Context: an optimization exercise on an open-source flow, tuned for small area, a short achievable clock period and few clock cycles per item. The choices shown serve that exercise and are no tape-out recipe.
Only simulation tests tie the RTL to the original design; equivalence was not proved.

Design matrix, start of the top module:
module matrix(
    input clk,
    input [7:0] A00,
    input [7:0] A01,
    input [7:0] A02,
    input [7:0] A10,
    input [7:0] A11,
    input [7:0] A12,
    input [7:0] A20,
    input [7:0] A21,
    input [7:0] A22,
    input [7:0] B00,
    input [7:0] B01,
    input [7:0] B02,
    input [7:0] B10,
    input [7:0] B11,
    input [7:0] B12,
    input [7:0] B20,
    input [7:0] B21,
    input [7:0] B22,
    output[7:0] Out00,
    output[7:0] Out01,
    output[7:0] Out02,
    output[7:0] Out10,
    output[7:0] Out11,
    output[7:0] Out12,
    output[7:0] Out20,
    output[7:0] Out21,
    output[7:0] Out22,
    input Reset,
    input Load,
    output Done
    );
For scale: about 3900 cells after synthesis, ~160 flip-flops, about 220 I/O pins.
Settings: LEC_CHECK=0, ABC_AREA=1, CAP_MARGIN=20, CORE_MARGIN=2, CORE_UTILIZATION=40, SETUP_SLACK_MARGIN=1.0, SLEW_MARGIN=20; clock period 5.0 ns.
standard.sh (not shown) runs the stock make flow with config.mk's settings and CLKGATE_MAP_FILE= SYNTH_SCRIPT=/design/flow/synth_recipe.tcl, a recipe that flattens the netlist after the stock synthesis.
==> flow/flow/run.sh <==
#!/bin/bash
# The standard layout, with three changes:
# - each port is buffered by a sky130_fd_sc_hd__buf_1 instead of the default
#   port buffer cell;
# - synthesis leaves adders to ABC instead of mapping them to the library's
#   full/half-adder cells first (ADDER_MAP_FILE empty);
# - ABC maps with flow/abc_map.script (two rounds of dch and map, with mfs2 between) instead of the
#   standard area script.
# Everything else is the standard flow's synthesis (synth_recipe.tcl), so the registers
# are the standard synthesis's.
set -euo pipefail
W=$PWD
cat > "$W/own_synth.tcl" <<EOT
proc abc {args} {
  set i [lsearch -exact \$args -script]
  if {\$i >= 0} { lset args [expr {\$i + 1}] {$W/flow/abc_map.script} }
  yosys abc {*}\$args
}
source {$W/synth_recipe.tcl}
EOT
export BUFFER_PORTS_ARGS="-buffer_cell sky130_fd_sc_hd__buf_1"
bash standard.sh ADDER_MAP_FILE= SYNTH_SCRIPT="$W/own_synth.tcl" finish > standard_flow.log 2>&1
==> flow/flow/abc_map.script <==
strash
dc2
dch -f
map -B 0.9
mfs2
strash
dch -f
map -B 0.9
topo
stime -c
buffer -c
upsize -c
dnsize -c
The baseline passed the timing, DRC and antenna checks.
Testbench counts at the start, summed over its fixed seeds: cycles 512, items 128.
Rerun with:
==> flow/flow/run.sh (replaced) <==
#!/bin/bash
# The standard layout, with two changes: each port is buffered by a
# sky130_fd_sc_hd__buf_1 instead of the default port buffer cell, and
# synthesis leaves adders to ABC instead of mapping them to the library's
# full/half-adder cells first (ADDER_MAP_FILE empty). Registers are the
# standard synthesis's.
set -euo pipefail
export BUFFER_PORTS_ARGS="-buffer_cell sky130_fd_sc_hd__buf_1"
bash standard.sh ADDER_MAP_FILE= finish > standard_flow.log 2>&1
SETUP_SLACK_MARGIN = 0.5   (was 1.0)
removed: flow/flow/abc_map.script
=>
- first-iteration DRC count is lower by 4.1%
- count of clock-buffer cells in the layout goes up by 1
- routed wire length goes up by 6.6%
- final area rises by 6.8%
Rerun with:
==> flow/flow/run.sh (replaced) <==
#!/bin/bash
# The standard layout, with four changes:
# - each port is buffered by a sky130_fd_sc_hd__buf_1 instead of the default
#   port buffer cell;
# - synthesis leaves adders to ABC instead of mapping them to the library's
#   full/half-adder cells first (ADDER_MAP_FILE empty);
# - ABC maps with flow/abc_map.script (two rounds of dch and map, with mfs2 between) instead of the
#   standard area script.
# - timing repair aims at a setup slack of 1.6 ns up to clock tree synthesis
#   and of 0.8 ns after it (SETUP_SLACK_MARGIN), so that the repair after
#   global routing does not upsize much.
# Everything else is the standard flow's synthesis (synth_recipe.tcl), so the registers
# are the standard synthesis's.
set -euo pipefail
W=$PWD
cat > "$W/own_synth.tcl" <<EOT
proc abc {args} {
  set i [lsearch -exact \$args -script]
  if {\$i >= 0} { lset args [expr {\$i + 1}] {$W/flow/abc_map.script} }
  yosys abc {*}\$args
}
source {$W/synth_recipe.tcl}
EOT
export BUFFER_PORTS_ARGS="-buffer_cell sky130_fd_sc_hd__buf_1"
bash standard.sh ADDER_MAP_FILE= SYNTH_SCRIPT="$W/own_synth.tcl" SETUP_SLACK_MARGIN=1.6 cts > standard_flow_cts.log 2>&1
bash standard.sh ADDER_MAP_FILE= SYNTH_SCRIPT="$W/own_synth.tcl" SETUP_SLACK_MARGIN=0.8 finish > standard_flow_finish.log 2>&1
==> flow/flow/abc_map.script (new file) <==
strash
dc2
dch -f
map -B 0.9
mfs2
strash
dch -f
map -B 0.9
topo
stime -c
buffer -c
upsize -c
dnsize -c
CORE_UTILIZATION = 55   (was 40)
CTS_BUF_LIST = sky130_fd_sc_hd__clkbuf_4 sky130_fd_sc_hd__clkbuf_8   (was not set)
PLACE_DENSITY = 0.65   (was not set)
SETUP_SLACK_MARGIN = not set   (was 0.5)
The changed run ran to the end with no violations. Hold slack improved by 9.7 ps. Clock skew is higher by 3.8 ps. Global-route usage is higher by 8.5 points. Die area is lower by a quarter to a third. Maximum frequency is higher by a few percent.
Rerun with:
==> flow/flow/run.sh (replaced) <==
#!/bin/bash
# The standard layout, with three changes:
# - each port is buffered by a sky130_fd_sc_hd__buf_1 instead of the default
#   port buffer cell;
# - synthesis leaves adders to ABC instead of mapping them to the library's
#   full/half-adder cells first (ADDER_MAP_FILE empty);
# - ABC maps with flow/abc_amap.script (area-oriented amap) instead of the
#   standard area script.
# Everything else is the standard flow's synthesis (synth_recipe.tcl), so the registers
# are the standard synthesis's.
set -euo pipefail
W=$PWD
cat > "$W/own_synth.tcl" <<EOT
proc abc {args} {
  set i [lsearch -exact \$args -script]
  if {\$i >= 0} { lset args [expr {\$i + 1}] {$W/flow/abc_amap.script} }
  yosys abc {*}\$args
}
source {$W/synth_recipe.tcl}
EOT
export BUFFER_PORTS_ARGS="-buffer_cell sky130_fd_sc_hd__buf_1"
bash standard.sh ADDER_MAP_FILE= SYNTH_SCRIPT="$W/own_synth.tcl" finish > standard_flow.log 2>&1
==> flow/flow/abc_amap.script (new file) <==
strash
dch
amap
topo
stime -c
buffer -c
upsize -c
dnsize -c
CORE_UTILIZATION = 40   (was 55)
CTS_BUF_LIST = not set   (was sky130_fd_sc_hd__clkbuf_4 sky130_fd_sc_hd__clkbuf_8)
PLACE_DENSITY = not set   (was 0.65)
SETUP_SLACK_MARGIN = 1.0   (was not set)
removed: flow/flow/abc_map.script
After rerunning: Global-route usage shrinks by 1.9 points; cell count decreases by 9.9%; critical path depth climbs by 6; worst setup slack got worse by 1200 ps; wire length went up by 20%; cell area increases by 19%; area after synthesis goes down by 16%; sequential cell count does not change; sequential share of layout area shrinks by 2.0 points; via count climbs by 2.0%.
Rerun with:
==> flow/flow/run.sh (replaced) <==
#!/bin/bash
# The standard layout, with two changes: each port is buffered by a
# sky130_fd_sc_hd__buf_1 instead of the default port buffer cell, and
# synthesis leaves adders to ABC instead of mapping them to the library's
# full/half-adder cells first (ADDER_MAP_FILE empty). Registers are the
# standard synthesis's.
set -euo pipefail
export BUFFER_PORTS_ARGS="-buffer_cell sky130_fd_sc_hd__buf_1"
bash standard.sh ADDER_MAP_FILE= finish > standard_flow.log 2>&1
removed: flow/flow/abc_amap.script
After rerunning: Clock skew is about the same. Hold slack is about the same. Area after synthesis went up by 29%. Routed wire length went down by 8.3%. Maximum frequency went up by 35%. Count of clock-buffer cells in the layout went down by 1. Die area went up by 29%. Cell count went up by 25%. Cell area went down by 9.7%. Flip-flop and latch count does not change.
Rerun with:
==> flow/flow/run.sh (replaced) <==
#!/bin/bash
# The standard layout, with four changes:
# - each port is buffered by a sky130_fd_sc_hd__buf_1 instead of the default
#   port buffer cell;
# - synthesis leaves adders to ABC instead of mapping them to the library's
#   full/half-adder cells first (ADDER_MAP_FILE empty);
# - ABC maps with flow/abc_map.script (two rounds of dch and map, with mfs2 between) instead of the
#   standard area script.
# - timing repair aims at a setup slack of 2.0 ns up to clock tree synthesis
#   and of 1.0 ns after it (SETUP_SLACK_MARGIN), so that the repair after
#   global routing does not upsize much.
# Everything else is the standard flow's synthesis (synth_recipe.tcl), so the registers
# are the standard synthesis's.
set -euo pipefail
W=$PWD
cat > "$W/own_synth.tcl" <<EOT
proc abc {args} {
  set i [lsearch -exact \$args -script]
  if {\$i >= 0} { lset args [expr {\$i + 1}] {$W/flow/abc_map.script} }
  yosys abc {*}\$args
}
source {$W/synth_recipe.tcl}
EOT
export BUFFER_PORTS_ARGS="-buffer_cell sky130_fd_sc_hd__buf_1"
bash standard.sh ADDER_MAP_FILE= SYNTH_SCRIPT="$W/own_synth.tcl" SETUP_SLACK_MARGIN=2.0 cts > standard_flow_cts.log 2>&1
bash standard.sh ADDER_MAP_FILE= SYNTH_SCRIPT="$W/own_synth.tcl" SETUP_SLACK_MARGIN=1.0 finish > standard_flow_finish.log 2>&1
==> flow/flow/abc_map.script (new file) <==
strash
dc2
dch -f
map -B 0.9
mfs2
strash
dch -f
map -B 0.9
topo
stime -c
buffer -c
upsize -c
dnsize -c
SETUP_SLACK_MARGIN = not set   (was 1.0)
Cell count went down by about 1%.
Cell area went up by about 20%.
Die area went down by about 7%.
Worst hold slack is better by 6.8 ps.

## port drivers added, routing unchanged
In the flow no input, the clock included, has a driving cell. The finished layouts below were timed again as built, in two steps.
Step 1: set_driving_cell puts a clkbuf_16 on clk and a buf_2 on each other input, an assumption about the parent block.
Step 2 adds t to the input delays and takes it off the output delays; t is the mean of the earliest and latest rising clock arrival at the registers after step 1. Input paths then give back, and output paths get back, about the clock's delay inside the block.
Slacks: ideal ports / drivers / drivers and shift; pairs: ideal ports / drivers.
| run | shift t [ns] | slack for setup (ns) | latest minus earliest clock arrival (ns) | worst data-port slew with drivers (ns) | pins driven straight from the clock port |
|---|---|---|---|---|---|
| the first run | 0.554 | 1.347 / 1.347 / 0.905 | 0.014 / 0.014 | 0.07 | 1 |
| the second run | 0.552 | 1.290 / 1.290 / 1.052 | 0.015 / 0.015 | 0.06 | 1 |
| the third run | 0.595 | 1.512 / 1.522 / 0.941 | 0.017 / 0.017 | 0.04 | 1 |
| the fourth run | 0.532 | 0.305 / 0.305 / 0.266 | 0.014 / 0.014 | 0.09 | 1 |
| the fifth run | 0.550 | 1.532 / 1.532 / 1.068 | 0.015 / 0.015 | 0.06 | 1 |
| the sixth run | 0.568 | 1.724 / 1.724 / 1.202 | 0.017 / 0.016 | 0.10 | 1 |
After both steps setup and hold are still met in every run listed. For the third run, which loses most, drivers alone change the setup slack by +0.010 ns; drivers and shift together by -0.571 ns.
